This is an optimization exercise on Yosys and OpenROAD, whose aim is small area, a short achievable clock period and few clock cycles, not a production implementation. Only simulation tests tie the RTL to the original design; equivalence was not proved. Power and IR drop assume default switching activity.

<file path="design.v">
module alu(
    input  wire [31:0] a,
    input  wire [31:0] b,
    input  wire        sub,
    input  wire [ 4:0] sa,
    input  wire        sh_left,
    input  wire        sh_arith,
    input  wire [15:0] imm,
    input  wire [31:0] hi,
    input  wire [31:0] lo,
    input  wire [31:0] link,
    input  wire [11:0] sel,    
    output wire [31:0] sum,
    output wire [31:0] result
);
wire        cout;
ksadd #(32) add(.a(a), .b(b ^ {32{sub}}), .cin(sub), .s(sum), .cout(cout));
wire slt  = (a[31] ^ b[31]) ? a[31] : sum[31];
wire sltu = ~cout;
function [31:0] rev(input [31:0] x);
    integer i;
    for (i = 0; i < 32; i = i + 1) rev[i] = x[31 - i];
endfunction
wire [31:0] shin  = sh_left ? rev(b) : b;
wire        fill  = sh_arith & b[31];
wire [31:0] shr   = (shin >> sa) | ({32{fill}} & ~(32'hffffffff >> sa));
wire [31:0] sft   = sh_left ? rev(shr) : shr;
assign result = ({32{sel[0]}}  & sum)
              | ({32{sel[1]}}  & {31'd0, slt})
              | ({32{sel[2]}}  & {31'd0, sltu})
              | ({32{sel[3]}}  & (a & b))
              | ({32{sel[4]}}  & (a | b))
              | ({32{sel[5]}}  & (a ^ b))
              | ({32{sel[6]}}  & ~(a | b))
              | ({32{sel[7]}}  & sft)
              | ({32{sel[8]}}  & {imm, 16'd0})
              | ({32{sel[9]}}  & hi)
              | ({32{sel[10]}} & lo)
              | ({32{sel[11]}} & link);
endmodule
module ksadd #(parameter W = 32) (
    input  wire [W-1:0] a,
    input  wire [W-1:0] b,
    input  wire         cin,
    output wire [W-1:0] s,
    output wire         cout
);
localparam L = (W <= 2) ? 1 : (W <= 4) ? 2 : (W <= 8) ? 3 : (W <= 16) ? 4 : (W <= 32) ? 5 : 6;
wire [W*(L+1)-1:0] G, P;
wire [W-1:0] p0 = a ^ b;
wire [W-1:0] g0 = a & b;
assign G[W-1:0] = {g0[W-1:1], g0[0] | (p0[0] & cin)};
assign P[W-1:0] = p0;
genvar l, i;
generate
    for (l = 0; l < L; l = l + 1) begin : LV
        for (i = 0; i < W; i = i + 1) begin : B
            if (i >= (1 << l)) begin : C
                assign G[(l+1)*W + i] = G[l*W + i] | (P[l*W + i] & G[l*W + i - (1 << l)]);
                assign P[(l+1)*W + i] = P[l*W + i] & P[l*W + i - (1 << l)];
            end else begin : T
                assign G[(l+1)*W + i] = G[l*W + i];
                assign P[(l+1)*W + i] = P[l*W + i];
            end
        end
    end
endgenerate
assign s    = p0 ^ {G[L*W +: W-1], cin};
assign cout = G[L*W + W-1];
endmodule
module regfile_2r1w(
    input         clk,
    input         resetn,
    input  [ 4:0] ra1,
    output [31:0] rd1,
    input  [ 4:0] ra2,
    output [31:0] rd2,
    input         we1,
    input  [ 4:0] wa1,
    input  [31:0] wd1
);
reg  [31:0]   vld;
wire [1023:0] q;
wire [31:0]   s1, s2;
assign q[31:0] = 32'b0;
genvar g;
generate
    for (g = 1; g < 32; g = g + 1) begin : R
        reg [31:0] r;
        always @(posedge clk)
            if (we1 && wa1 == g) r <= wd1;
        assign q[32*g +: 32] = r;
    end
    for (g = 0; g < 32; g = g + 1) begin : SEL
        assign s1[g] = (ra1 == g) & vld[g];
        assign s2[g] = (ra2 == g) & vld[g];
    end
endgenerate
always @(posedge clk) begin
    if (!resetn) vld <= 32'b0;
    else if (we1) vld[wa1] <= (wa1 != 5'd0);
end
function [31:0] aor(input [31:0] s, input [1023:0] d);
    integer k;
    begin
        aor = 32'b0;
        for (k = 1; k < 32; k = k + 1) aor = aor | ({32{s[k]}} & d[32*k +: 32]);
    end
endfunction
assign rd1 = aor(s1, q);
assign rd2 = aor(s2, q);
endmodule
module muldiv(
    input  wire        clk,
    input  wire        resetn,
    input  wire        start_mul,
    input  wire        start_div,
    input  wire        sgn,
    input  wire [31:0] a,
    input  wire [31:0] b,
    input  wire        wr_hi,
    input  wire        wr_lo,
    input  wire [31:0] wdata,
    output reg  [31:0] hi,
    output reg  [31:0] lo,
    output wire        busy,
    output wire        busy_next
);
localparam IDLE = 3'd0, MUL = 3'd1, MFIN = 3'd2, DALN = 3'd3, DIT = 3'd4, FIX = 3'd5, DSH = 3'd6;
reg  [ 2:0] st;
reg  [ 4:0] cnt;
reg  [31:0] m;
reg  [31:0] mc;          
reg         cbit;        
reg         last;        
reg         qneg;        
reg         rneg;        
reg         fixmul;      
reg         lozero;      
reg         d_zero;      
reg         d_less;      
reg  [1:0]  d_k;         
assign busy = (st != IDLE);
assign busy_next = (st == IDLE) ? (start_mul | start_div) :
                   (st == MUL)  ? 1'b1 :
                   (st == MFIN) ? qneg :
                   (st != FIX);
wire [31:0] a_abs = (sgn & a[31]) ? (~a + 32'd1) : a;
wire [31:0] b_abs = (sgn & b[31]) ? (~b + 32'd1) : b;
wire [35:0] pp0 = lo[0] ? {4'd0, m}        : 36'd0;
wire [35:0] pp1 = lo[1] ? {3'd0, m, 1'b0}  : 36'd0;
wire [35:0] pp2 = lo[2] ? {2'd0, m, 2'b0}  : 36'd0;
wire [35:0] pp3 = lo[3] ? {1'd0, m, 3'b0}  : 36'd0;
wire [35:0] x0  = {4'd0, hi};
wire [35:0] x1  = {4'd0, mc};
wire [35:0] s1  = x0 ^ x1 ^ pp0;
wire [35:0] c1  = {((x0 & x1) | (x0 & pp0) | (x1 & pp0)), 1'b0};
wire [35:0] s2  = pp1 ^ pp2 ^ pp3;
wire [35:0] c2  = {((pp1 & pp2) | (pp1 & pp3) | (pp2 & pp3)), 1'b0};
wire [35:0] s3  = s1 ^ c1 ^ s2;
wire [35:0] c3  = {((s1 & c1) | (s1 & s2) | (c1 & s2)), 1'b0};
wire [35:0] s4  = s3 ^ c3 ^ c2;
wire [35:0] c4  = {((s3 & c3) | (s3 & c2) | (c3 & c2)), 1'b0};
wire [ 4:0] low = {1'b0, s4[3:0]} + {1'b0, c4[3:0]} + {4'd0, cbit};
wire [31:0] mfin = hi + mc + {31'd0, cbit};
wire [32:0] rsh   = {hi, lo[31]};
wire [32:0] diff  = rsh - {1'b0, m};
wire [31:0] aa    = {hi[30:0], lo[31]};    
wire        m_zero = (m == 32'd0);
wire [1:0]  ba = aa[31:24] != 0 ? 2'd3 : aa[23:16] != 0 ? 2'd2 : aa[15:8] != 0 ? 2'd1 : 2'd0;
wire [1:0]  bb = m[31:24]  != 0 ? 2'd3 : m[23:16]  != 0 ? 2'd2 : m[15:8]  != 0 ? 2'd1 : 2'd0;
wire [1:0]  bd = ba - bb;                  
wire [1:0]  k  = 2'd3 - bd;                
wire [63:0] aln = {32'd0, aa} << {d_k, 3'b000};
wire        hcin = ~fixmul | lozero;
always @(posedge clk) begin
    if (!resetn) begin
        st <= IDLE;
        hi <= 32'd0;
        lo <= 32'd0;
    end else begin
        case (st)
        IDLE: begin
            if (start_mul) begin
                m      <= a_abs;
                hi     <= 32'd0;
                mc     <= 32'd0;
                cbit   <= 1'b0;
                lo     <= b_abs;
                qneg   <= sgn & (a[31] ^ b[31]);
                rneg   <= sgn & (a[31] ^ b[31]);
                fixmul <= 1'b1;
                cnt    <= 5'd7;
                last   <= 1'b0;
                st     <= MUL;
            end else if (start_div) begin
                m      <= b_abs;
                hi     <= {1'b0, a_abs[31:1]};
                lo     <= {a_abs[0], 31'd0};
                qneg   <= sgn & (a[31] ^ b[31]);
                rneg   <= sgn & a[31];
                fixmul <= 1'b0;
                st     <= DALN;
            end else begin
                if (wr_hi) hi <= wdata;
                if (wr_lo) lo <= wdata;
            end
        end
        MUL: begin
            hi   <= s4[35:4];
            mc   <= c4[35:4];
            lo   <= {low[3:0], lo[31:4]};
            cbit <= low[4];
            cnt  <= cnt - 5'd1;
            last <= (cnt == 5'd1);
            if (last) st <= MFIN;
        end
        MFIN: begin
            hi <= mfin;
            lozero <= (lo == 32'd0);
            st <= qneg ? FIX : IDLE;
        end
        DALN: begin
            d_zero <= m_zero;
            d_less <= diff[32];
            d_k    <= k;
            cnt    <= {bd, 3'b111};
            st     <= DSH;
        end
        DSH: begin
            if (d_zero) begin
                hi <= aa;
                lo <= 32'hffffffff;
                st <= FIX;
            end else if (d_less) begin
                hi <= aa;
                lo <= 32'd0;
                st <= FIX;
            end else begin
                hi  <= aln[63:32];
                lo  <= aln[31:0];
                st  <= DIT;
            end
        end
        DIT: begin
            hi  <= diff[32] ? rsh[31:0] : diff[31:0];
            lo  <= {lo[30:0], ~diff[32]};
            cnt <= cnt - 5'd1;
            if (cnt == 5'd0) st <= FIX;
        end
        FIX: begin
            if (rneg) hi <= ~hi + {31'd0, hcin};
            if (qneg) lo <= ~lo + 32'd1;
            st <= IDLE;
        end
        default: st <= IDLE;
        endcase
    end
end
endmodule
module mycpu_top(
    input  wire        clk,
    input  wire        resetn,
    output wire        inst_sram_en,
    output wire [ 3:0] inst_sram_wen,
    output wire [31:0] inst_sram_addr,
    output wire [31:0] inst_sram_wdata,
    input  wire [31:0] inst_sram_rdata,
    output wire        data_sram_en,
    output wire [ 3:0] data_sram_wen,
    output wire [31:0] data_sram_addr,
    output wire [31:0] data_sram_wdata,
    input  wire [31:0] data_sram_rdata,
    output wire [31:0] debug_wb_pc,
    output wire [ 3:0] debug_wb_rf_wen,
    output wire [ 4:0] debug_wb_rf_wnum,
    output wire [31:0] debug_wb_rf_wdata
);
reg  [13:0] fe_pc;       
reg         id_valid;
reg  [13:0] id_pc;
reg         ex_valid;
reg  [13:0] ex_pc;
reg  [31:0] ex_a, ex_b;    
reg  [31:0] ex_sd;         
reg  [15:0] ex_imm;
reg         ex_la2, ex_la1, ex_lb2, ex_lb1;    
reg         ex_wr;
reg  [ 4:0] ex_dest;
reg         ex_load, ex_store;
reg         ex_sub, ex_useimm;
reg  [11:0] ex_sel;
reg         ex_sh_left, ex_sh_arith, ex_sh_var;
reg         ex_br, ex_jr, ex_pred;
reg  [ 5:0] ex_brt;      
reg         ex_mul, ex_div, ex_msgn, ex_mthi, ex_mtlo, ex_hilo;
reg         ex_addsub;   
reg         mem_valid;
reg  [13:0] mem_pc;
reg  [31:0] mem_res;     
reg  [31:0] mem_sd;      
reg         mem_wr;
reg  [ 4:0] mem_dest;
reg         mem_load;
reg         mem_en;      
reg         mem_st;      
reg         wb_valid;
reg  [13:0] wb_pc;
reg  [31:0] wb_res;
reg         wb_wr;
reg  [ 4:0] wb_dest;
reg         wb_load;
reg         dbg_wen;
reg  [13:0] dbg_pc;
reg  [ 4:0] dbg_wnum;
reg  [31:0] dbg_wdata;
wire        md_busy, md_busy_next;
reg         stall_q;     
reg         fetch_en_q;  
wire [31:0] hi, lo;
wire stall = stall_q;
wire        redirect;
wire [13:0] redirect_pc;
assign inst_sram_en    = fetch_en_q;
assign inst_sram_wen   = 4'b0;
assign inst_sram_wdata = 32'b0;
assign inst_sram_addr  = {16'hbfc0, fe_pc, 2'b00};
wire [31:0] ir = inst_sram_rdata;
wire [ 5:0] op = ir[31:26];
wire [ 5:0] fn = ir[5:0];
wire [ 4:0] rs = ir[25:21];
wire [ 4:0] rt = ir[20:16];
wire [ 4:0] rd = ir[15:11];
wire op_sp    = (op == 6'b000000);
wire op_ri    = (op == 6'b000001);
wire i_j      = (op == 6'b000010);
wire i_jal    = (op == 6'b000011);
wire i_beq    = (op == 6'b000100);
wire i_bne    = (op == 6'b000101);
wire i_blez   = (op == 6'b000110);
wire i_bgtz   = (op == 6'b000111);
wire i_addi   = (op == 6'b001000) | (op == 6'b001001);
wire i_slti   = (op == 6'b001010);
wire i_sltiu  = (op == 6'b001011);
wire i_andi   = (op == 6'b001100);
wire i_ori    = (op == 6'b001101);
wire i_xori   = (op == 6'b001110);
wire i_lui    = (op == 6'b001111);
wire i_lw     = (op == 6'b100011);
wire i_sw     = (op == 6'b101011);
wire f_add    = op_sp & ((fn == 6'b100000) | (fn == 6'b100001));
wire f_sub    = op_sp & ((fn == 6'b100010) | (fn == 6'b100011));
wire f_and    = op_sp & (fn == 6'b100100);
wire f_or     = op_sp & (fn == 6'b100101);
wire f_xor    = op_sp & (fn == 6'b100110);
wire f_nor    = op_sp & (fn == 6'b100111);
wire f_slt    = op_sp & (fn == 6'b101010);
wire f_sltu   = op_sp & (fn == 6'b101011);
wire f_sll    = op_sp & (fn == 6'b000000);
wire f_srl    = op_sp & (fn == 6'b000010);
wire f_sra    = op_sp & (fn == 6'b000011);
wire f_sllv   = op_sp & (fn == 6'b000100);
wire f_srlv   = op_sp & (fn == 6'b000110);
wire f_srav   = op_sp & (fn == 6'b000111);
wire f_jr     = op_sp & (fn == 6'b001000);
wire f_jalr   = op_sp & (fn == 6'b001001);
wire f_mfhi   = op_sp & (fn == 6'b010000);
wire f_mthi   = op_sp & (fn == 6'b010001);
wire f_mflo   = op_sp & (fn == 6'b010010);
wire f_mtlo   = op_sp & (fn == 6'b010011);
wire f_mult   = op_sp & ((fn == 6'b011000) | (fn == 6'b011001));
wire f_div    = op_sp & ((fn == 6'b011010) | (fn == 6'b011011));
wire ri_link  = op_ri & rt[4];
wire cond_br  = i_beq | i_bne | i_blez | i_bgtz | op_ri;
wire f_shift  = f_sll | f_srl | f_sra | f_sllv | f_srlv | f_srav;
wire d_wr_rd  = f_add | f_sub | f_and | f_or | f_xor | f_nor | f_slt | f_sltu |
                f_shift | f_mfhi | f_mflo | f_jalr;
wire d_wr_rt  = i_addi | i_slti | i_sltiu | i_andi | i_ori | i_xori | i_lui | i_lw;
wire d_wr_31  = i_jal | ri_link;
wire [4:0] d_dest = d_wr_rd ? rd : d_wr_rt ? rt : d_wr_31 ? 5'd31 : 5'd0;
wire       d_wr   = d_wr_rd | d_wr_rt | d_wr_31;
wire uses_rs = ~(i_j | i_jal);
wire uses_rt = op_sp | i_beq | i_bne | i_sw;
wire [31:0] rf_rd1, rf_rd2;
wire [31:0] ex_result;
wire [31:0] wb_value = wb_load ? data_sram_rdata : wb_res;
wire ex_hit_a  = ex_valid & ex_wr & (ex_dest == rs) & (rs != 5'd0);
wire ex_hit_b  = ex_valid & ex_wr & (ex_dest == rt) & (rt != 5'd0);
wire mem_hit_a = mem_valid & mem_wr & (mem_dest == rs) & (rs != 5'd0);
wire mem_hit_b = mem_valid & mem_wr & (mem_dest == rt) & (rt != 5'd0);
wire wb_hit_a  = wb_valid & wb_wr & (wb_dest == rs) & (rs != 5'd0);
wire wb_hit_b  = wb_valid & wb_wr & (wb_dest == rt) & (rt != 5'd0);
wire [31:0] d_a = ex_hit_a ? ex_result : mem_hit_a ? mem_res : wb_hit_a ? wb_value : rf_rd1;
wire [31:0] d_b = ex_hit_b ? ex_result : mem_hit_b ? mem_res : wb_hit_b ? wb_value : rf_rd2;
wire        d_useimm = i_addi | i_slti | i_sltiu | i_andi | i_ori | i_xori | i_lw | i_sw;
wire        d_zext   = i_andi | i_ori | i_xori;
wire [31:0] d_immx   = {{16{ir[15] & ~d_zext}}, ir[15:0]};
wire [31:0] d_bop    = d_useimm ? d_immx : d_b;
wire d_la2 = ex_hit_a & ex_load & uses_rs;
wire d_lb2 = ex_hit_b & ex_load & uses_rt;
wire d_la1 = ~ex_hit_a & mem_hit_a & mem_load & uses_rs;
wire d_lb1 = ~ex_hit_b & mem_hit_b & mem_load & uses_rt;
wire        ex_zero;     
wire id_jr     = f_jr | f_jalr;
wire jr_fast   = id_jr & ((ex_hit_a & ~ex_load) | (~ex_hit_a & mem_hit_a & ~mem_load));
wire [13:0] jr_tgt = ex_hit_a ? ex_result[15:2] : mem_res[15:2];
wire br_fast   = (i_beq | i_bne) &
                 (((rt == 5'd0) & ex_hit_a & ex_addsub) | ((rs == 5'd0) & ex_hit_b & ex_addsub));
wire br_fast_t = i_beq ? ex_zero : ~ex_zero;
wire [13:0] br_tgt;
wire        br_tgt_co;
ksadd #(14) tgt_add(.a(fe_pc), .b(ir[13:0]), .cin(1'b0), .s(br_tgt), .cout(br_tgt_co));
wire        pred_br = cond_br & ir[15];
wire        id_pred = br_fast ? br_fast_t : pred_br;
wire        id_take = id_valid & (i_j | i_jal | id_pred);
wire [13:0] id_tgt  = (i_j | i_jal) ? ir[13:0] : br_tgt;
regfile_2r1w regfile(
    .clk    (clk),
    .resetn (resetn),
    .ra1    (rs),
    .rd1    (rf_rd1),
    .ra2    (rt),
    .rd2    (rf_rd2),
    .we1    (wb_valid & wb_wr),
    .wa1    (wb_dest),
    .wd1    (wb_value)
);
always @(posedge clk) begin
    if (!resetn) begin
        fe_pc    <= 14'd1;           
        id_valid <= 1'b0;
    end else if (!stall) begin
        fe_pc    <= redirect ? redirect_pc :
                    (id_valid & jr_fast) ? jr_tgt :
                    id_take ? id_tgt : fe_pc + 14'd1;
        id_valid <= ~redirect;
    end
end
always @(posedge clk) begin
    if (!stall) id_pc <= fe_pc;
end
always @(posedge clk) begin
    if (!resetn) begin
        ex_valid <= 1'b0;
    end else if (!stall) begin
        ex_valid <= id_valid;
    end
end
always @(posedge clk) begin
    if (!stall) begin
        ex_pc       <= id_pc;
        ex_a        <= d_a;
        ex_b        <= d_bop;
        ex_sd       <= d_b;
        ex_imm      <= cond_br ? {2'b00, br_tgt} : ir[15:0];    
        ex_la2      <= d_la2;
        ex_la1      <= d_la1;
        ex_lb2      <= d_lb2;
        ex_lb1      <= d_lb1;
        ex_wr       <= d_wr;
        ex_dest     <= d_dest;
        ex_load     <= i_lw;
        ex_store    <= i_sw;
        ex_sub      <= f_sub | f_slt | f_sltu | i_slti | i_sltiu;
        ex_useimm   <= d_useimm;
        ex_sel      <= {f_jalr | d_wr_31,                     
                        f_mflo, f_mfhi, i_lui, f_shift,
                        f_nor, f_xor | i_xori, f_or | i_ori, f_and | i_andi,
                        f_sltu | i_sltiu, f_slt | i_slti,
                        f_add | f_sub | i_addi | i_lw | i_sw};
        ex_sh_left  <= f_sll | f_sllv;
        ex_sh_arith <= f_sra | f_srav;
        ex_sh_var   <= f_sllv | f_srlv | f_srav;
        ex_br       <= cond_br;
        ex_jr       <= f_jr | f_jalr;
        ex_pred     <= id_jr ? jr_fast : id_pred;
        ex_addsub   <= (f_add | f_sub | i_addi) & ~(i_lw);
        ex_brt      <= {op_ri & rt[0], op_ri & ~rt[0], i_bgtz, i_blez, i_bne, i_beq};
        ex_mul      <= f_mult;
        ex_div      <= f_div;
        ex_msgn     <= ~fn[0];
        ex_mthi     <= f_mthi;
        ex_mtlo     <= f_mtlo;
        ex_hilo     <= f_mult | f_div | f_mthi | f_mtlo | f_mfhi | f_mflo;
    end else begin
        if (ex_la1) ex_a <= wb_value;
        if (ex_lb1) begin
            ex_sd <= wb_value;
            if (!ex_useimm) ex_b <= wb_value;
        end
        ex_la1 <= ex_la2;
        ex_lb1 <= ex_lb2;
        ex_la2 <= 1'b0;
        ex_lb2 <= 1'b0;
    end
end
wire [31:0] alu_b   = ex_b;
wire [13:0] ex_seq  = ex_pc + 14'd2;
wire [13:0] ex_tgt  = ex_imm[13:0];
wire [31:0] ex_link = {16'hbfc0, ex_pc, 2'b00} + 32'd8;
wire [31:0] ex_sum;
alu alu(
    .a        (ex_a),
    .b        (alu_b),
    .sub      (ex_sub),
    .sa       (ex_sh_var ? ex_a[4:0] : ex_imm[10:6]),
    .sh_left  (ex_sh_left),
    .sh_arith (ex_sh_arith),
    .imm      (ex_imm),
    .hi       (hi),
    .lo       (lo),
    .link     (ex_link),
    .sel      (ex_sel),
    .sum      (ex_sum),
    .result   (ex_result)
);
wire [31:0] zb = alu_b ^ {32{ex_sub}};
assign ex_zero = &(~(ex_a ^ zb ^ {ex_a[30:0] | zb[30:0], ex_sub}));
wire a_eq   = (ex_a == ex_b);
wire a_zero = (ex_a == 32'd0);
wire a_neg  = ex_a[31];
wire taken  = (ex_brt[0] & a_eq) | (ex_brt[1] & ~a_eq) |
              (ex_brt[2] & (a_neg | a_zero)) | (ex_brt[3] & ~(a_neg | a_zero)) |
              (ex_brt[4] & a_neg) | (ex_brt[5] & ~a_neg);
assign redirect    = ex_valid & ~stall &
                     ((ex_br & (taken ^ ex_pred)) | (ex_jr & ~ex_pred & (ex_a[15:2] != ex_seq)));
assign redirect_pc = ex_jr ? ex_a[15:2] : taken ? ex_tgt : ex_seq;
muldiv md(
    .clk       (clk),
    .resetn    (resetn),
    .start_mul (ex_valid & ~stall & ex_mul),
    .start_div (ex_valid & ~stall & ex_div),
    .sgn       (ex_msgn),
    .a         (ex_a),
    .b         (ex_b),
    .wr_hi     (ex_valid & ~stall & ex_mthi),
    .wr_lo     (ex_valid & ~stall & ex_mtlo),
    .wdata     (ex_a),
    .hi        (hi),
    .lo        (lo),
    .busy      (md_busy),
    .busy_next (md_busy_next)
);
wire n_ex_valid = stall ? ex_valid : id_valid;
wire n_late     = stall ? (ex_la2 | ex_lb2) : (d_la2 | d_la1 | d_lb2 | d_lb1);
wire n_hilo     = stall ? ex_hilo : (f_mult | f_div | f_mthi | f_mtlo | f_mfhi | f_mflo);
wire n_stall    = n_ex_valid & (n_late | (n_hilo & md_busy_next));
always @(posedge clk) begin
    if (!resetn) begin
        stall_q    <= 1'b0;
        fetch_en_q <= 1'b1;
    end else begin
        stall_q    <= n_stall;
        fetch_en_q <= ~n_stall;
    end
end
wire ex_go = ex_valid & ~stall;
always @(posedge clk) begin
    if (!resetn) begin
        mem_valid <= 1'b0;
        mem_en    <= 1'b0;
        mem_st    <= 1'b0;
    end else begin
        mem_valid <= ex_go;
        mem_en    <= ex_go & (ex_load | ex_store);
        mem_st    <= ex_go & ex_store;
    end
end
always @(posedge clk) begin
    mem_pc   <= ex_pc;
    mem_res  <= ex_result;
    mem_sd   <= ex_sd;
    mem_wr   <= ex_wr;
    mem_dest <= ex_dest;
    mem_load <= ex_load;
end
assign data_sram_en    = mem_en;
assign data_sram_wen   = {4{mem_st}};
assign data_sram_addr  = mem_res;
assign data_sram_wdata = mem_sd;
always @(posedge clk) begin
    if (!resetn) wb_valid <= 1'b0;
    else         wb_valid <= mem_valid;
end
always @(posedge clk) begin
    wb_pc   <= mem_pc;
    wb_res  <= mem_res;
    wb_wr   <= mem_wr;
    wb_dest <= mem_dest;
    wb_load <= mem_load;
end
always @(posedge clk) begin
    if (!resetn) dbg_wen <= 1'b0;
    else         dbg_wen <= wb_valid & wb_wr & (wb_dest != 5'd0);
end
always @(posedge clk) begin
    dbg_pc    <= wb_pc;
    dbg_wnum  <= wb_dest;
    dbg_wdata <= wb_value;
end
assign debug_wb_pc       = {16'hbfc0, dbg_pc, 2'b00};
assign debug_wb_rf_wen   = {4{dbg_wen}};
assign debug_wb_rf_wnum  = dbg_wnum;
assign debug_wb_rf_wdata = dbg_wdata;
endmodule
</file>
<file path="flow/run.sh">
#!/bin/bash
# The standard layout (standard.sh), with two knobs changed:
#  - port buffers are buf_8 cells instead of the default delay-cell buffers
set -euo pipefail
bash standard.sh "BUFFER_PORTS_ARGS=-buffer_cell sky130_fd_sc_hd__buf_8" \
    SETUP_SLACK_MARGIN=6.5 finish > make_finish.log 2>&1
</file>
<file path="standard.sh">
#!/bin/bash
# synth_recipe.tcl (not shown) runs the flow's synth.tcl, then flattens the netlist and writes it again
# the make line also repeats each setting of config.mk as NAME=value (left out here)
make -C /OpenROAD-flow-scripts/flow DESIGN_CONFIG=/design/flow/config.mk WORK_HOME=/design/flow/orfs CLKGATE_MAP_FILE= SYNTH_SCRIPT=/design/flow/synth_recipe.tcl "${@:-finish}"
</file>
<file path="config.mk">
export PLATFORM = sky130hd
export DESIGN_NAME = mycpu_top
export DESIGN_NICKNAME = mycpu_top
export VERILOG_FILES = /design/flow/design.v
export SDC_FILE = /design/flow/constraint.sdc
export NUM_CORES = 4
export LEC_CHECK = 0
export CAP_MARGIN = 20
export CORE_MARGIN = 2
export CORE_UTILIZATION = 40
export SLEW_MARGIN = 20
</file>
<file path="constraint.sdc">
create_clock -name core_clock -period 11.0 [get_ports {clk}]
set_input_delay 2.2000 -clock core_clock [delete_from_list [all_inputs] [get_ports {clk}]]
set_output_delay 2.2000 -clock core_clock [all_outputs]
set_load 0.01 [all_outputs]
</file>
==> results of run 1 <==
## Yosys cell counts, types with 70 or more instances
cell type | instances | area share
xnor2_1 | 200 | 0.020
mux2i_1 | 186 | 0.021
ha_1 | 226 | 0.032
a221oi_1 | 137 | 0.014
xor2_1 | 110 | 0.011
mux2_2 | 82 | 0.011
nand4_1 | 130 | 0.0093
nand3_1 | 246 | 0.014
a211oi_1 | 70 | 0.0060
nand2_1 | 580 | 0.025
nor2_1 | 432 | 0.018
buf_1 | 79 | 0.0034
nor4_1 | 91 | 0.0065
a22oi_1 | 807 | 0.069
buf_4 | 80 | 0.0068
nor3_1 | 143 | 0.0082
o211ai_1 | 84 | 0.0072
a21oi_1 | 403 | 0.023
and2_1 | 104 | 0.0074
o21ai_0 | 359 | 0.020
inv_1 | 318 | 0.014
dfxtp_1 | 315 | 0.072
clkbuf_1 | 569 | 0.024
a22o_1 | 85 | 0.0085
edfxtp_1 | 1251 | 0.43
and3_1 | 130 | 0.0093
fa_1 | 129 | 0.029
## cell families (layout without fill, tap and decap cells)
family,Yosys count,after routing,synth area share
AO/OA/AOI/OAI,2565,2565,0.207
XOR/XNOR,310,310,0.0310
multiplexers,277,277,0.0341
adder cells (fa/ha/maj),355,355,0.0617
flip-flops,1566,1566,0.500
buffers and inverters,1060,1147,0.0489
AND/OR/NAND/NOR,2081,2084,0.117
other,2,83,0.0000856
## final timing paths
kind | start | to | slack [ps]
setup / recovery | inst_sram_rdata[19] | ex_b[11] | 6230
hold / removal | wb_pc[8] | dbg_pc[8] | 320
setup reg to reg | md.lo[0] | md.lo[31] | 6460
hold reg to reg | wb_pc[8] | dbg_pc[8] | 320
## power by group through the flow
| stage | sequential (W) | combinational, W | clock [W] |
|---|---|---|---|
| 2_1_floorplan | 0.00672 | 0.00305 | 0 |
| 3_3_place_gp | 0.00689 | 0.00454 | 0 |
| 3_5_place_dp | 0.00690 | 0.00459 | 0 |
| 4_1_cts | 0.00677 | 0.00466 | 0.00621 |
| 5_1_grt | 0.00678 | 0.00512 | 0.00644 |
| 6_report | 0.00678 | 0.00480 | 0.00620 |
## critical path, delay by kind of cell
family          cells  cell delay (ps)
simple gates        5             1490
buf+inv             2              640
compound gates      5             1060
## routing by layer
metal | global-route usage | up-vias
met4 | 0.323 | 10
met1 | 0.429 | 38400
met5 | 0.00389 | -
li1 | - | 31600
met2 | 0.584 | 7495
met3 | 0.122 | 2555
## cell type report
class | instances | area (um2) | area share
antenna | 11 | 27.5 | 0.000271
clock buffer | 217 | 4670 | 0.0460
clock inverter | 98 | 1360 | 0.0134
inverter | 326 | 1240 | 0.0122
multi-input combinational | 5663 | 41000 | 0.404
sequential | 1566 | 43900 | 0.432
tap | 2854 | 3570 | 0.0352
timing repair buffer | 506 | 5780 | 0.0569
## sequential cells by signal, summed over array words and instances, names as in the netlist, 16 cells and up
name         cells
mem_res         32
md.lo           32
dbg_wdata       32
ex_b            32
mem_sd          32
md.mc           32
regfile.R.r    992
regfile.vld     31
md.hi           32
wb_res          32
ex_imm          16
ex_sd           32
ex_a            32
md.m            32
## metrics by stage
step	hold slack [ps]	cells	worst slack (ps)	utilization	total power [W]
2_1_floorplan	310	8286	6350	-	0.00977
3_3_place_gp	310	10800	4880	0.431	0.0114
3_5_place_dp	312	10800	5050	0.431	0.0115
4_1_cts	322	11200	6500	0.462	0.0176
5_1_grt	328	11200	6350	0.467	0.0183
6_report	321	11200	6230	0.467	0.0178
## timing repair
action | in CTS | in global routing
gates cloned | 0 | 4
pin swaps | 4 | 19
buffers inserted | 47 | 28
resized for setup | 97 | 155
endpoints found under the setup margin | 117 | 112
==> results.cfg, run 1 <==
[sta]
finalCriticalPeriod_ps = 4770
rsz0062_at_grt = yes
fin_worst_skew_ps = 92.4
worst_slew_pin_slew_ps = 1130
timing.fmax_ghz = 0.210
maxSlewHeadroom = 0.248
setup_viol = 0
slew_violations = 0
hold_viol_final = 0
fin_crit_sh = 0.434
setup-tns-final_ps = 0

[synthesis]
syn_area_um2 = 87700
synth_edf_count = 1251
synth_flop_cell = edfxtp_1
ys_seq_area_frac = 0.500
yosysWarningCount = 4
yosysUniqueCellTypes = 88
ys_async_sr_fraction = 0
syn-mean-instance-area_um2 = 10.7
postSynthCellCount = 8216
ys_seq_elements = 1566

[worst_setup_path]
cp.required_ps = 11670
critPathMaxFanout = 25
cpMaxStageDelayCell = and4b_4
crit_chain = buf_8, and3b_2, and4b_4, buf_6, a222oi_1, nand3_1, nor4_2, a211oi_1, a211oi_2, nor3_1, a21oi_1, o21ai_0
max_stage_delay_ps = 560
cp.arrival_ps = 5440
start_kind = input port
worstRegToRegCells = 13
critical_path_class = in -> reg
cp-end-kind = flop

[floorplanning]
start_util = 0.403
pin_count = 277
core_um2 = 218000
row_count = 171
die_w_um = 472
die_h_um = 472
fp.dieArea_um2 = 223000

[clock_tree]
clock_sinks = 1566
htreeDepth = 4
cts_buffer_depth = 3
cts_tree = yes
clk_latency_ps = 870
clk_pin_slew_worst_paths_ps = 70
numCtsBuffers = 168
root_buffer = clkbuf_16
cts_hold_buffers = 0

[detailed_routing]
wl_met1_mm = 144
dr.pass1.iters = 17
routedWlPerCell_um = 39.4
drt_iter0_markers = 17400
wl_met2_mm = 190
postRouteAntennaNets = 0
drc = 0
vias = 80100
viasPerCell = 7.12
top_layer_used = met5
met3WireLength_mm = 56.7
drt-total-wl_mm = 442

[pwr]
p_switching_w = 0.00594
ir_drop_mv = 0.219
combPwrFrac = 0.270
p_int_w = 0.0118
power.density_nw_per_um2 = 175
sequentialPowerShare = 0.381
swShare = 0.334
clkPwrFrac = 0.349
power.leakage_nw = 37.7

[finish]
final_nets = 8652
drive_gt1_frac = 0.136
finalInstanceArea_um2 = 102000
area_growth_pct = 15.8
layout_common_cells = 1251 x edfxtp_1, 803 x a22oi_1, 575 x nand2_1
layout_commonest_cell = edfxtp_1
fillers = 19800

[grt]
grt_max_degree = 71
antenna_found_initial = 13
grt_usage = 0.380
overflow = 0
grt_pass1_vias = 76400
grt_pass1_wl_mm = 601

[run]
maxCapViolCount = 0

[place]
placed_area_um2 = 93800
dpl.hpwl_mm = 281
io_buffers = 204
gp_congestion = 1.02

[status]
status = no timing/DRC/antenna violations

[worst_hold_path]
min_path_type = reg -> reg
min_path_cells = 0
Testbench counts, summed over its fixed seeds: cycles 39,777.
==> run 2: changes to the inputs <==
--- a/design.v
+++ b/design.v
@@ -73,6 +73,12 @@
     input         resetn,
+    input  [31:0] fmask,
     input  [ 4:0] ra1,
+    input  [31:0] byp1,
     output [31:0] rd1,
     input  [ 4:0] ra2,
+    input  [31:0] byp2,
     output [31:0] rd2,
+    input         kill2x,
+    input  [31:0] byp2x,
+    output [31:0] rd2x,
     input         we1,
@@ -83,3 +89,2 @@
 wire [1023:0] q;
-wire [31:0]   s1, s2;
 assign q[31:0] = 32'b0;
@@ -93,6 +98,2 @@
     end
-    for (g = 0; g < 32; g = g + 1) begin : SEL
-        assign s1[g] = (ra1 == g) & vld[g];
-        assign s2[g] = (ra2 == g) & vld[g];
-    end
 endgenerate
@@ -102,11 +103,29 @@
 end
-function [31:0] aor(input [31:0] s, input [1023:0] d);
-    integer k;
+wire [7:0] lo1 = 8'b1 << ra1[2:0];
+wire [3:0] hi1 = 4'b1 << ra1[4:3];
+wire [7:0] lo2 = 8'b1 << ra2[2:0];
+wire [3:0] hi2 = 4'b1 << ra2[4:3];
+function [31:0] grp(input [7:0] lo, input [7:0] v, input [255:0] d);
+    integer j;
     begin
-        aor = 32'b0;
-        for (k = 1; k < 32; k = k + 1) aor = aor | ({32{s[k]}} & d[32*k +: 32]);
+        grp = 32'b0;
+        for (j = 0; j < 8; j = j + 1) grp = grp | ({32{lo[j] & v[j]}} & d[32*j +: 32]);
     end
 endfunction
-assign rd1 = aor(s1, q);
-assign rd2 = aor(s2, q);
+wire [31:0] g1 [3:0];
+wire [31:0] g2 [3:0];
+generate
+    for (g = 0; g < 4; g = g + 1) begin : G
+        assign g1[g] = grp(lo1, vld[8*g +: 8] & ~fmask[8*g +: 8], q[256*g +: 256]);
+        assign g2[g] = grp(lo2, vld[8*g +: 8] & ~fmask[8*g +: 8], q[256*g +: 256]);
+    end
+endgenerate
+function [31:0] top(input [3:0] hi, input [31:0] byp,
+                    input [31:0] a0, input [31:0] a1, input [31:0] a2, input [31:0] a3);
+    top = ({32{hi[0]}} & a0) | ({32{hi[1]}} & a1) |
+          ({32{hi[2]}} & a2) | ({32{hi[3]}} & a3) | byp;
+endfunction
+assign rd1  = top(hi1,                byp1,  g1[0], g1[1], g1[2], g1[3]);
+assign rd2  = top(hi2,                byp2,  g2[0], g2[1], g2[2], g2[3]);
+assign rd2x = top(hi2 & {4{~kill2x}}, byp2x, g2[0], g2[1], g2[2], g2[3]);
 endmodule
@@ -383,3 +402,3 @@
 wire uses_rt = op_sp | i_beq | i_bne | i_sw;
-wire [31:0] rf_rd1, rf_rd2;
+wire [31:0] rf_rd1, rf_rd2, rf_rd2x;
 wire [31:0] ex_result;
@@ -392,4 +411,11 @@
 wire wb_hit_b  = wb_valid & wb_wr & (wb_dest == rt) & (rt != 5'd0);
-wire [31:0] d_a = ex_hit_a ? ex_result : mem_hit_a ? mem_res : wb_hit_a ? wb_value : rf_rd1;
-wire [31:0] d_b = ex_hit_b ? ex_result : mem_hit_b ? mem_res : wb_hit_b ? wb_value : rf_rd2;
+wire [31:0] fmask   = (({31'd0, ex_valid  & ex_wr } << ex_dest)  |
+                       ({31'd0, mem_valid & mem_wr} << mem_dest) |
+                       ({31'd0, wb_valid  & wb_wr } << wb_dest)) & 32'hfffffffe;
+wire        hit_a   = ex_hit_a | mem_hit_a | wb_hit_a;
+wire        hit_b   = ex_hit_b | mem_hit_b | wb_hit_b;
+wire [31:0] fwd_a   = ex_hit_a ? ex_result : mem_hit_a ? mem_res : wb_value;
+wire [31:0] fwd_b   = ex_hit_b ? ex_result : mem_hit_b ? mem_res : wb_value;
+wire [31:0] d_a     = rf_rd1;
+wire [31:0] d_b     = rf_rd2;
 wire        d_useimm = i_addi | i_slti | i_sltiu | i_andi | i_ori | i_xori | i_lw | i_sw;
@@ -397,3 +423,3 @@
 wire [31:0] d_immx   = {{16{ir[15] & ~d_zext}}, ir[15:0]};
-wire [31:0] d_bop    = d_useimm ? d_immx : d_b;
+wire [31:0] d_bop    = rf_rd2x;
 wire d_la2 = ex_hit_a & ex_load & uses_rs;
@@ -419,6 +445,12 @@
     .resetn (resetn),
-    .ra1    (rs),
-    .rd1    (rf_rd1),
-    .ra2    (rt),
-    .rd2    (rf_rd2),
+    .ra1      (rs),
+    .fmask    (fmask),
+    .byp1     (fwd_a & {32{hit_a}}),
+    .rd1      (rf_rd1),
+    .ra2      (rt),
+    .byp2     (fwd_b & {32{hit_b}}),
+    .rd2      (rf_rd2),
+    .kill2x   (d_useimm),
+    .byp2x    (d_useimm ? d_immx : (fwd_b & {32{hit_b}})),
+    .rd2x     (rf_rd2x),
     .we1    (wb_valid & wb_wr),
==> run 2 against run 1 <==
Effect of this change: sequential power rose by 3.8%; flip-flop and latch count did not move; clock skew fell by 4.8 ps; die area rose by 0.92%; wire length fell by 9.1%; critical path type is now reg -> reg.
==> results.cfg, run 2 <==
[run]
maxCapViolCount = 0

[place]
pre_cts_ws_ps = 5040
io_buffers = 204
placed_cells = 11100
gp_congestion = 1.03
dpl.hpwl_mm = 281

[worst_setup_path]
critical_path_class = reg -> reg
cp-end-kind = flop
max_stage_delay_ps = 420
cpLargestDelayFamily = simple AND/OR/NAND/NOR gates
r2r-start = ex_a[15]
critPathMaxFanout = 19
cp.arrival_ps = 5240
r2r_slack_ps = 6440
crit_start = ex_a[15]
cpMaxStageDelayCell = ha_1
worstSetupEndpoint = fe_pc[12]
worstRegToRegCells = 14
cp.buffers_inverters = 4
reg2reg_to = fe_pc[12]
crit_chain = buf_4, clkinvlp_4, ha_1, nor4_1, nand4_1, nor2_2, mux2_2, nor4_4, buf_6, mux2i_1, a41o_4, inv_2, a211oi_2, o31ai_1
cp.depth = 14
cp.required_ps = 11680
start_kind = flop

[clock_tree]
clock_sinks = 1566
cts_buffer_depth = 3
cts_tree = yes
numCtsBuffers = 171
htreeDepth = 4
cts_hold_buffers = 0
root_buffer = clkbuf_16
clk_latency_ps = 880
clk_pin_slew_worst_paths_ps = 70

[finish]
drive_gt1_frac = 0.140
area_growth_pct = 16.6
fillers = 20000
largest_reg_flops = 992
multi_input_area_um2 = 42300
regMostFlops = regfile.R.r
ff_latch_area_um2 = 43900
final_nets = 8786
layout_common_cells = 1251 x edfxtp_1, 536 x nand2_1, 528 x a21oi_1
instances_no_fill = 11500
layout_commonest_cell = edfxtp_1

[synthesis]
ys_seq_elements = 1566
ys_async_sr_fraction = 0
postSynthCellCount = 8284
syn_area_um2 = 88500
syn-mean-instance-area_um2 = 10.7
synthTopCellsByCount = 1251 x edfxtp_1, 561 x clkbuf_1, 544 x nand2_1
yosysTopAreaCell = edfxtp_1
synth_edf_count = 1251
synth_flop_cell = edfxtp_1
yosysWarningCount = 4
ys_seq_area_frac = 0.496
yosysUniqueCellTypes = 97
synth_most_common_cell = edfxtp_1
synth_top_area_frac = 0.424
synth_area_leaders = edfxtp_1 42%, dfxtp_1 7.1%, ha_1 3.2%

[detailed_routing]
dr.pass1.iters = 12
postRouteAntennaNets = 0
routedWlPerCell_um = 35.1
drt-total-wl_mm = 402
vias = 78100
drc = 0
drt_iter0_markers = 12800
viasPerCell = 6.81

[grt]
grt.busiest_layer = met2
grt_max_degree = 76
grt_pass1_vias = 74300
grt_pass1_wl_mm = 562
met2_usage = 0.555
grtUsageMet1 = 0.415
grt_usage = 0.345
overflow = 0
antenna_found_initial = 19
grtUsageMet3 = 0.0668

[sta]
worst_slew_pin_slew_ps = 1210
fin_crit_sh = 0.414
slew_violations = 0
rsz0062_at_grt = yes
setup_viol = 0
timing.fmax_ghz = 0.219
hold_viol_final = 0
timing.final.ws_setup_ps = 6440
maxSlewHeadroom = 0.170
finalCriticalPeriod_ps = 4560
setup-tns-final_ps = 0
fin_worst_skew_ps = 87.6
timing.hold.ws_ps = 287

[pwr]
power.leakage_nw = 36.7
sequentialPowerShare = 0.369
swShare = 0.358
p_int_w = 0.0122
p_switching_w = 0.00683
clkPwrFrac = 0.321
combPwrFrac = 0.310
p_total_w = 0.0191
ir_drop_mv = 0.175
power.density_nw_per_um2 = 185

[floorplanning]
die_h_um = 474
row_count = 172
die_w_um = 474
start_util = 0.402
pin_count = 277
fp.dieArea_um2 = 225000
core_um2 = 220000

[worst_hold_path]
min_path_type = reg -> reg

[status]
status = no timing/DRC/antenna violations
==> run 2: cell count changes in the layout (fill, tap and decap cells not counted), sizes merged, moves of 45 or more <==
cell,change
a21oi,+135
a22oi,-492
a22o,+122
mux2,-45
a221oi,+146
and3,-76
nand3,+61
a222oi,+109
==> run 2: area by class of cell <==
| class | instances | share of cell area |
|---|---|---|
| Timing Repair Buffer | 550 | 0.0578 |
| Multi-Input combinational cell | 5714 | 0.410 |
| Clock inverter | 104 | 0.0126 |
| Inverter | 360 | 0.0133 |
| Tap cell | 2958 | 0.0359 |
| Antenna cell | 4 | 0.0000970 |
| Clock buffer | 219 | 0.0450 |
| Sequential cell | 1566 | 0.425 |
==> run 2: kinds of logic (layout without fill, tap and decap cells) <==
kind of cell    Yosys count  in the layout  synth area share
simple gates           2062           2062             0.113
flops                  1566           1566             0.496
other cells               2             76         0.0000848
xor+xnor                303            303            0.0300
compound gates         2651           2652             0.217
fa+ha+maj               357            357            0.0614
mux                     268            268            0.0329
buf+inv                1075           1233            0.0497
==> run 2: what timing repair did <==
| action | CTS | global route |
|---|---|---|
| setup buffers | 32 | 50 |
| endpoints found under the setup margin | 130 | 97 |
| resized for setup | 82 | 139 |
| pin swaps | 7 | 18 |
| cloned | 1 | 1 |
==> run 2: metal layers <==
metal  up-vias  wire [um]  part of all wire
li1      32300          -                 -
met1     38500     142000              0.35
met5         -         74           0.00018
met4        12      35000             0.087
met2      5894     185000              0.46
met3      1396      40900              0.10
==> run 2: worst min path at each step <==
stage	cells after the start	start	to
floorplan	0	wb_pc[0]	dbg_pc[0]
global placement	0	wb_pc[13]	dbg_pc[13]
detailed placement	0	wb_pc[5]	dbg_pc[5]
CTS	0	ex_sd[17]	mem_sd[17]
global route	0	ex_sd[17]	mem_sd[17]
finish	0	ex_sd[17]	mem_sd[17]
==> run 2: power groups by stage <==
| stage | combinational [W] | clock, W | sequential (W) |
|---|---|---|---|
| 2_1_floorplan | 0.00363 | 0 | 0.00689 |
| 3_3_place_gp | 0.00552 | 0 | 0.00717 |
| 3_5_place_dp | 0.00556 | 0 | 0.00717 |
| 4_1_cts | 0.00565 | 0.00615 | 0.00703 |
| 5_1_grt | 0.00626 | 0.00639 | 0.00704 |
| 6_report | 0.00591 | 0.00612 | 0.00704 |
==> run 2: through the flow <==
stage	instance area [um2]	utilization
after floorplan	89100	-
after global placement	95400	0.434
after detailed placement	95400	0.434
after CTS	102000	0.464
after global routing	103000	0.469
final	103000	0.469
Testbench counts of run 2, summed over its fixed seeds: cycles 39,777.
==> run 3: changes to the inputs <==
--- a/flow/run.sh
+++ b/flow/run.sh
@@ -5,2 +5,2 @@
 bash standard.sh "BUFFER_PORTS_ARGS=-buffer_cell sky130_fd_sc_hd__buf_8" \
-    SETUP_SLACK_MARGIN=6.5 finish > make_finish.log 2>&1
+    SETUP_SLACK_MARGIN=6.8 finish > make_finish.log 2>&1
==> run 3 against run 2 <==
Effect of this change: critical path depth decreased by 1; maximum frequency increased by 4.4%; die area unchanged; critical path type is now in -> reg; via count increased by 2.3%; non-clock buffer count increased by 128; largest cell class is now multi-input gates; clock power about the same; sequential share of layout area decreased by 1.4 points; still clean.
==> results.cfg, run 3 <==
[finish]
final_nets = 8919
fillers = 19700
area_growth_pct = 20.6
largest_reg_flops = 992
layout_commonest_cell = edfxtp_1
utilization = 0.485
regMostFlops = regfile.R.r
drive_gt1_frac = 0.178
layout_common_cells = 1251 x edfxtp_1, 530 x nand2_1, 517 x a21oi_1

[floorplanning]
row_count = 172
die_w_um = 474
pin_count = 277
fp.dieArea_um2 = 225000
start_util = 0.402
die_h_um = 474
core_um2 = 220000

[synthesis]
synth_most_common_cell = edfxtp_1
synth_area_leaders = edfxtp_1 42%, dfxtp_1 7.1%, ha_1 3.2%
synth_flop_cell = edfxtp_1
yosysTopAreaCell = edfxtp_1
ys_seq_area_frac = 0.496
ys_seq_elements = 1566
ys_async_sr_fraction = 0
yosysUniqueCellTypes = 97
syn-mean-instance-area_um2 = 10.7
postSynthCellCount = 8284
synthTopCellsByCount = 1251 x edfxtp_1, 561 x clkbuf_1, 544 x nand2_1
synth_edf_count = 1251
yosysWarningCount = 4
syn_area_um2 = 88500
synth_top_area_frac = 0.424

[clock_tree]
cts_hold_buffers = 0
clock_sinks = 1566
clk_pin_slew_worst_paths_ps = 60
numCtsBuffers = 171
cts_buffer_depth = 3
htreeDepth = 4
root_buffer = clkbuf_16
cts_tree = yes
clk_latency_ps = 890

[pwr]
combPwrFrac = 0.312
p_int_w = 0.0123
p_switching_w = 0.00695
clkPwrFrac = 0.319
swShare = 0.361
ir_drop_mv = 0.202
power.density_nw_per_um2 = 180
p_total_w = 0.0193
sequentialPowerShare = 0.368
power.leakage_nw = 37.9

[place]
dpl.hpwl_mm = 280
gp_congestion = 1.05
pre_cts_ws_ps = 4960
io_buffers = 204

[sta]
fin_crit_sh = 0.397
hold_viol_final = 0
timing.hold.ws_ps = 316
timing.fmax_ghz = 0.229
slew_violations = 0
rsz0062_at_grt = yes
setup-tns-final_ps = 0
worst_slew_pin_slew_ps = 1300
setup_viol = 0
fin_worst_skew_ps = 82.1
timing.final.ws_setup_ps = 6630
maxSlewHeadroom = 0.112
finalCriticalPeriod_ps = 4370

[worst_setup_path]
cp-end-kind = flop
crit_chain = buf_8, inv_6, or3_4, nor3_4, buf_12, buf_12, a22o_1, a221oi_1, nand3_1, o211ai_1, o221ai_2, a21oi_1, a21oi_1
max_stage_delay_ps = 710
r2r-start = ex_sub
cp.buffers_inverters = 4
critPathMaxFanout = 12
worstSetupEndpoint = ex_sd[21]
cp.arrival_ps = 4900
cpMaxStageDelayCell = o211ai_1
start_kind = input port
cpLargestDelayFamily = compound AO/OA/AOI/OAI gates
reg2reg_to = fe_pc[12]
r2r_slack_ps = 6660
critical_path_class = in -> reg
cp.required_ps = 11530
cp.depth = 13
crit_start = inst_sram_rdata[16]
worstRegToRegCells = 18

[detailed_routing]
routedWlPerCell_um = 36.2
postRouteAntennaNets = 0
drt_iter0_markers = 14000
viasPerCell = 6.88
drt-total-wl_mm = 421
vias = 79900
drc = 0
dr.pass1.iters = 12

[grt]
overflow = 0
grt_usage = 0.358
antenna_found_initial = 21
grt_pass1_wl_mm = 578
grt_pass1_vias = 74900
grt_max_degree = 88

[status]
status = no timing/DRC/antenna violations

[run]
maxCapViolCount = 0

[worst_hold_path]
min_path_type = reg -> reg
-- run 3: cell counts after synthesis --
No cell type changed its count.
-- run 3: layout make-up --
| cell class | count | area (um2) | area share |
|---|---|---|---|
| Clock inverter | 108 | 1360 | 0.0127 |
| Timing Repair Buffer | 678 | 7560 | 0.0708 |
| Sequential cell | 1566 | 43900 | 0.411 |
| Clock buffer | 215 | 4660 | 0.0437 |
| Tap cell | 2958 | 3700 | 0.0347 |
| Timing Repair inverter | 1 | 5.00 | 0.0000469 |
| Multi-Input combinational cell | 5718 | 44100 | 0.413 |
| Antenna cell | 8 | 20.0 | 0.000188 |
| Inverter | 360 | 1400 | 0.0131 |
-- run 3: cells by family (layout without fill, tap and decap cells) --
kind of cell | count (synthesis) | in the layout | share of synthesized area
simple gates | 2062 | 2066 | 0.113
xor+xnor | 303 | 303 | 0.0300
flops | 1566 | 1566 | 0.496
fa+ha+maj | 357 | 357 | 0.0614
other cells | 2 | 80 | 0.0000848
buf+inv | 1075 | 1362 | 0.0497
compound gates | 2651 | 2652 | 0.217
mux | 268 | 268 | 0.0329
-- run 3: routing by layer --
metal / up-vias / global-route usage / share of wire
li1: 32600 / - / -
met1: 39200 / 0.422 / 0.34
met2: 6417 / 0.563 / 0.45
met3: 1728 / 0.0837 / 0.11
met4: 16 / 0.282 / 0.10
met5: - / 0 / 0.00024
-- run 3: repair_timing --
action / in CTS / in global routing
buffers inserted: 128 / 94
gates cloned: 9 / 8
resized for setup: 284 / 296
setup endpoints to repair: 164 / 131
pin swaps: 49 / 81
-- run 3: metrics by stage --
step	cell area (um2)	cells
final	107000	11600
after global routing	107000	11600
after CTS	104000	11500
after detailed placement	95600	11000
after global placement	95600	11000
after floorplan	89900	8354
-- run 3: power groups by stage --
stage / sequential, W / clock (W) / combinational (W)
final: 0.00710 / 0.00615 / 0.00602
after global routing: 0.00710 / 0.00642 / 0.00635
after CTS: 0.00707 / 0.00618 / 0.00568
after detailed placement: 0.00723 / 0 / 0.00546
after global placement: 0.00723 / 0 / 0.00541
after floorplan: 0.00689 / 0 / 0.00364
-- run 3: worst min-delay path by stage --
stage                         start    endpoint  slack (ps)  cells after the start
after floorplan            wb_pc[0]   dbg_pc[0]         310                      0
after global placement    mem_pc[7]    wb_pc[7]         320                      0
after detailed placement   wb_pc[1]   dbg_pc[1]         310                      0
after CTS                 mem_pc[7]    wb_pc[7]         320                      0
after global routing       wb_pc[1]   dbg_pc[1]         330                      0
final                     ex_sd[21]  mem_sd[21]         320                      0
==> run 4: changes to the inputs <==
--- a/flow/run.sh
+++ b/flow/run.sh
@@ -5,2 +5,2 @@
 bash standard.sh "BUFFER_PORTS_ARGS=-buffer_cell sky130_fd_sc_hd__buf_8" \
-    SETUP_SLACK_MARGIN=6.8 finish > make_finish.log 2>&1
+    SETUP_SLACK_MARGIN=7.0 finish > make_finish.log 2>&1
==> run 4 against run 3 <==
Effect of this change: die area did not move; synthesized cell count stayed put; sequential power hardly changed; global-route usage up 0.57 points; utilization is 1.3 points higher; register-to-register slack improved by 30 ps; setup slack better by 61 ps; total power increased by 0.98%.
==> results.cfg, run 4 <==
[worst_hold_path]
min_path_type = reg -> reg

[clock_tree]
root_buffer = clkbuf_16
cts_buffer_depth = 3
clk_pin_slew_worst_paths_ps = 60
clk_latency_ps = 890
clock_sinks = 1566
htreeDepth = 4
numCtsBuffers = 173
cts_tree = yes
cts_hold_buffers = 0

[synthesis]
yosysWarningCount = 4
yosysUniqueCellTypes = 97
ys_seq_area_frac = 0.496
synthAdderAreaFrac = 0.0614
syn_area_um2 = 88500
ys_seq_elements = 1566
synth_edf_count = 1251
synth_area_leaders = edfxtp_1 42%, dfxtp_1 7.1%, ha_1 3.2%
synthTopCellsByCount = 1251 x edfxtp_1, 561 x clkbuf_1, 544 x nand2_1
synth_top_family_by_area = compound AO/OA/AOI/OAI gates
postSynthCellCount = 8284
synth_compound_area_frac = 0.217
synth_most_common_cell = edfxtp_1
synth_simple_gate_area_frac = 0.113
yosysTopAreaCell = edfxtp_1
synth_xor_xnor_area_share = 0.0300
synth_flop_cell = edfxtp_1
ys_async_sr_fraction = 0
synthMuxAreaShare = 0.0329
syn-mean-instance-area_um2 = 10.7
synth_top_area_frac = 0.424

[floorplanning]
die_w_um = 474
core_um2 = 220000
fp.dieArea_um2 = 225000
pin_count = 277
start_util = 0.402
die_h_um = 474
row_count = 172

[place]
dpl.hpwl_mm = 281
gp_congestion = 1.05
io_buffers = 204
placed_area_um2 = 95800

[detailed_routing]
drt_iter0_markers = 14400
dr.pass1.iters = 13
drc = 0
routedWlPerCell_um = 36.6
postRouteAntennaNets = 0
drt-total-wl_mm = 428
viasPerCell = 6.89
vias = 80700

[finish]
layout_common_cells = 1251 x edfxtp_1, 522 x nand2_1, 492 x a21oi_1
fillers = 19300
drive_gt1_frac = 0.207
layout_commonest_cell = edfxtp_1
regMostFlops = regfile.R.r
largest_reg_flops = 992
final_nets = 9015
finalInstanceArea_um2 = 110000
area_growth_pct = 23.9

[pwr]
ir_drop_mv = 0.167
power.leakage_nw = 38.9
swShare = 0.364
p_switching_w = 0.00709
p_int_w = 0.0124
clkPwrFrac = 0.317
power.density_nw_per_um2 = 177
combPwrFrac = 0.318
sequentialPowerShare = 0.365

[sta]
fin_crit_sh = 0.391
finalCriticalPeriod_ps = 4310
hold_viol_final = 0
setup-tns-final_ps = 0
worst_slew_pin_slew_ps = 1260
rsz0062_at_grt = yes
timing.fmax_ghz = 0.232
timing.hold.ws_ps = 304
fin_worst_skew_ps = 81.0
slew_violations = 0
maxSlewHeadroom = 0.156
setup_viol = 0

[grt]
antenna_found_initial = 21
grt_pass1_wl_mm = 587
grt_pass1_vias = 76600
grt_max_degree = 83
grt_usage = 0.364
overflow = 0

[worst_setup_path]
critical_path_class = reg -> reg
cp.arrival_ps = 5020
start_kind = flop
cp-end-kind = flop
critPathMaxFanout = 6
cp.required_ps = 11710

[status]
status = no timing/DRC/antenna violations

[run]
maxCapViolCount = 0
-- run 4: cell count changes in the layout (fill, tap and decap cells not counted), moves of 21 or more --
cell	delta
a221oi_2	+21
a221oi_1	-24
o21ai_0	-32
a21oi_2	+24
a21oi_1	-25
buf_4	+28
-- run 4: power groups by stage --
stage	clock, W	combinational, W	sequential [W]
3_5_place_dp	0	0.00546	0.00722
5_1_grt	0.00641	0.00651	0.00710
4_1_cts	0.00618	0.00581	0.00707
6_report	0.00616	0.00619	0.00710
2_1_floorplan	0	0.00364	0.00689
3_3_place_gp	0	0.00542	0.00723
-- run 4: path summary, 6_finish.rpt --
kind	from	endpoint	slack [ps]	cells after the start
setup / recovery	ex_sub	fe_pc[5]	6690	17
setup reg to reg	ex_sub	fe_pc[5]	6690	17
hold / removal	ex_sd[21]	mem_sd[21]	300	0
hold reg to reg	ex_sd[21]	mem_sd[21]	300	0
-- run 4: final cells by class --
type / instances / area (um2) / share of cell area
multi-input cells: 5715 / 45400 / 0.414
well taps: 2958 / 3700 / 0.0337
repair inverters: 2 / 10.0 / 0.0000913
diodes: 8 / 20.0 / 0.000183
repair buffers: 774 / 9150 / 0.0834
flip-flops and latches: 1566 / 43900 / 0.400
clock buffers: 232 / 4950 / 0.0451
inverters: 360 / 1420 / 0.0130
clock inverters: 92 / 1090 / 0.00994
-- run 4: metal layers --
layer	routed length, um	vias to the layer above	global-route usage
met5	172	-	0
met4	43600	26	0.281
met3	48500	1780	0.0911
met2	192000	6510	0.574
met1	144000	39500	0.425
li1	-	32800	-
-- run 4: through the flow --
step                       util  total power [W]  worst slack, ps  cells
after floorplan               -           0.0105             6510   8354
final                     0.499           0.0195             6690  11700
after detailed placement  0.436           0.0127             5300  11000
after global routing      0.499           0.0200             6700  11700
after global placement    0.436           0.0127             5320  11000
after CTS                 0.486           0.0191             6840  11600
-- run 4: what timing repair did --
| item | CTS | global route |
|---|---|---|
| gates resized for setup | 567 | 353 |
| endpoints found under the setup margin | 182 | 146 |
| pin swaps | 126 | 186 |
| cloned | 22 | 12 |
| setup buffers | 192 | 99 |
-- run 4: kinds of logic after synthesis --
family | count (synthesis)
other cells | 2
mux | 268
buf+inv | 1075
flops | 1566
compound gates | 2651
fa+ha+maj | 357
xor+xnor | 303
simple gates | 2062
-- run 4: critical path, stage by stage (launching register included) --
cell      delay, ps
edfxtp_1        430
buf_6           170
buf_12          150
xor2_4          160
inv_2            70
ha_4            310
xor2_4          380
nand4_1         430
nor4_2          320
nand4_1         420
xnor2_4         310
a21oi_4         240
buf_6           140
buf_16          120
nand3_2          50
o211ai_1         90
nand3_1          90
a211o_1         260
==> run 5: changes to the inputs <==
--- a/flow/run.sh
+++ b/flow/run.sh
@@ -5,2 +5,2 @@
 bash standard.sh "BUFFER_PORTS_ARGS=-buffer_cell sky130_fd_sc_hd__buf_8" \
-    SETUP_SLACK_MARGIN=7.0 finish > make_finish.log 2>&1
+    SETUP_SLACK_MARGIN=6.9 finish > make_finish.log 2>&1
--- a/config.mk
+++ b/config.mk
@@ -9,3 +9,3 @@
 export CORE_MARGIN = 2
-export CORE_UTILIZATION = 40
+export CORE_UTILIZATION = 50
 export SLEW_MARGIN = 20
==> run 5 against run 4 <==
Effect of this change: still clean on timing, DRC and antenna; sequential share of layout area up 0.95 points; maximum frequency down 1.2%; total power down 1.5%; clock-buffer cell count down 2; worst hold slack better by 20 ps; critical path depth down 7; wire length down 0.81%; setup slack worse by 51 ps; final area down 2.3%; sequential power down 0.8%; global-route usage up 8.5 points; critical endpoint is now ex_b[25]; largest cell class unchanged.
==> results.cfg, run 5 <==
[finish]
final_nets = 8954
layout_commonest_cell = edfxtp_1
layout_common_cells = 1251 x edfxtp_1, 523 x nand2_1, 505 x a21oi_1
regMostFlops = regfile.R.r
area_growth_pct = 21.0
fillers = 14300
largest_reg_flops = 992
drive_gt1_frac = 0.192

[synthesis]
synth_flop_cell = edfxtp_1
yosysWarningCount = 4
ys_seq_area_frac = 0.496
synth_most_common_cell = edfxtp_1
yosysUniqueCellTypes = 97
syn-mean-instance-area_um2 = 10.7
synth_top_area_frac = 0.424
postSynthCellCount = 8284
synthTopCellsByCount = 1251 x edfxtp_1, 561 x clkbuf_1, 544 x nand2_1
synth_edf_count = 1251
yosysTopAreaCell = edfxtp_1
ys_seq_elements = 1566
ys_async_sr_fraction = 0
synth_area_leaders = edfxtp_1 42%, dfxtp_1 7.1%, ha_1 3.2%
syn_area_um2 = 88500

[worst_setup_path]
cp.buffers_inverters = 2
cp.required_ps = 11620
cpLargestDelayFamily = XOR/XNOR gates
crit_chain = clkbuf_16, buf_4, xor2_1, or4_4, nand2_1, o211ai_1, o211ai_1, a311oi_2, o21ai_0, and2_1
cp-end-kind = flop
cp.arrival_ps = 4980
crit_path_frequent_cell = o211ai_1
critical_path_class = in -> reg
critPathMaxFanout = 20
max_stage_delay_ps = 830
cpMaxStageDelayCell = xor2_1
start_kind = input port

[sta]
rsz0062_at_grt = yes
fin_crit_sh = 0.396
maxSlewHeadroom = 0.179
slew_violations = 0
fin_worst_skew_ps = 98.1
finalCriticalPeriod_ps = 4360
timing.fmax_ghz = 0.230
setup-tns-final_ps = 0
setup_viol = 0
hold_viol_final = 0
worst_slew_pin_slew_ps = 1230
timing.hold.ws_ps = 325

[detailed_routing]
dr.pass1.iters = 13
vias = 80900
drt-total-wl_mm = 425
routedWlPerCell_um = 38.5
viasPerCell = 7.34
postRouteAntennaNets = 0
drt_iter0_markers = 15200
drc = 0

[floorplanning]
row_count = 154
core_um2 = 176000
start_util = 0.503
die_w_um = 425
die_h_um = 425
pin_count = 277
fp.dieArea_um2 = 180000

[clock_tree]
root_buffer = clkbuf_16
clock_sinks = 1566
cts_buffer_depth = 3
clk_pin_slew_worst_paths_ps = 60
numCtsBuffers = 168
cts_hold_buffers = 0
cts_tree = yes
clk_latency_ps = 870
htreeDepth = 4

[pwr]
ir_drop_mv = 0.153
power.density_nw_per_um2 = 179
power.leakage_nw = 38.3
p_total_w = 0.0192

[grt]
grt_pass1_wl_mm = 579
overflow = 0
grt_pass1_vias = 74600
antenna_found_initial = 21
grt_usage = 0.449
grt_max_degree = 77

[place]
gp_congestion = 1.06
dpl.hpwl_mm = 284
io_buffers = 204

[run]
maxCapViolCount = 0

[worst_hold_path]
min_path_type = reg -> reg

[status]
status = no timing/DRC/antenna violations
## run 5: cell types whose count changed in the layout (fill, tap and decap cells not counted), moves of 9 or more
cell / previous run / this run
bufbuf_16: 10 / 1
buf_4: 400 / 375
buf_12: 56 / 43
a21oi_2: 36 / 23
inv_1: 308 / 330
a21oi_1: 492 / 505
mux2i_2: 12 / 22
xor2_4: 14 / 5
xor2_1: 85 / 98
inv_2: 23 / 9
clkbuf_8: 13 / 27
## run 5: worst reg2reg max path, stage by stage, from the launching register on
cell	delay (ps)
edfxtp_1	990
clkinv_1	840
nor2_1	660
o2111ai_1	200
o21ai_0	290
or2_2	410
nor2_4	150
o311a_1	400
o31ai_2	200
## run 5: area by class of cell
type / count / area (um2) / share of cell area
Antenna cell: 7 / 17.5 / 0.000164
Clock buffer: 230 / 4810 / 0.0450
Clock inverter: 87 / 1090 / 0.0102
Inverter: 360 / 1410 / 0.0131
Multi-Input combinational cell: 5719 / 44700 / 0.418
Sequential cell: 1566 / 43900 / 0.410
Tap cell: 2340 / 2930 / 0.0273
Timing Repair Buffer: 716 / 8220 / 0.0767
## run 5: worst paths after layout
path,slack [ps],cells after the start,startpoint,to
setup / recovery,6640,10,inst_sram_rdata[16],ex_b[25]
hold / removal,320,0,mem_pc[13],wb_pc[13]
setup reg to reg,6800,8,ex_sel[7],fe_pc[8]
hold reg to reg,320,0,mem_pc[13],wb_pc[13]
## run 5: metal layers
metal	share of wire	GRT usage	routed length, um	vias to the layer above
li1	-	-	-	32700
met5	0.00034	0	146	-
met1	0.34	0.560	146000	39500
met4	0.094	0.312	39700	22
met3	0.13	0.117	54100	1716
met2	0.44	0.683	185000	7052
## run 5: timing repair
| action | in CTS | in global routing |
|---|---|---|
| gates cloned | 6 | 20 |
| resized for setup | 364 | 362 |
| buffers inserted | 121 | 101 |
| pin swaps | 49 | 98 |
| endpoints found under the setup margin | 175 | 131 |
## run 5: stage by stage
| stage | instances | worst slack (ps) | cell area [um2] | utilization |
|---|---|---|---|---|
| final | 11000 | 6640 | 107000 | 0.608 |
| after global routing | 11000 | 6730 | 107000 | 0.608 |
| after CTS | 10900 | 6790 | 104000 | 0.590 |
| after detailed placement | 10400 | 4920 | 95200 | 0.540 |
| after global placement | 10400 | 4990 | 95100 | 0.540 |
| after floorplan | 8354 | 6510 | 90200 | - |
## run 5: logic make-up after synthesis
group                      synth area share
buffers and inverters                0.0497
xor gates and xnor gates             0.0300
muxes                                0.0329
AOI/OAI and AO/OA                     0.217
other                             0.0000848
DFF                                   0.496
adders and majority gates            0.0614
and+or+nand+nor                       0.113
## run 5: report_power, final
part | switching (W) | internal, W
clock network | 0.00255 | 0.00348
registers | 0.000410 | 0.00663
logic | 0.00390 | 0.00220
total | 0.00685 | 0.0123

==> afterwards: timing with drivers on the ports <==
In the flow no input, the clock included, has a driving cell. The finished layouts below were timed again as built, in two steps. Step 1 sets driving cells, clkbuf_16 on the clock port and buf_2 on the other inputs (assumed; they add their load-dependent delay and slew). Step 2 moves the port delays by t, midway between the first and last clock arrival at a register: inputs arrive t later, outputs are due t later. That takes back most of the time a late clock gives input paths. Slacks: ideal ports / drivers / drivers and shift; pairs: ideal ports / drivers.
run | t, ns | setup WS [ns] | latest minus earliest clock arrival (ns) | pins driven straight from the clock port
run 1 | 0.918 | 6.227 / 6.263 / 5.345 | 0.093 / 0.093 | 1
run 2 | 0.939 | 6.441 / 6.441 / 5.584 | 0.087 / 0.088 | 1
run 3 | 0.939 | 6.633 / 6.657 / 5.727 | 0.085 / 0.085 | 1
run 4 | 0.953 | 6.694 / 6.583 / 5.630 | 0.085 / 0.085 | 1
run 5 | 0.911 | 6.643 / 6.562 / 5.651 | 0.098 / 0.098 | 1
After both steps setup and hold are still met in every run listed. The setup slack of run 4, which loses most, moves by -0.111 ns with the drivers and by -1.064 ns with both steps.
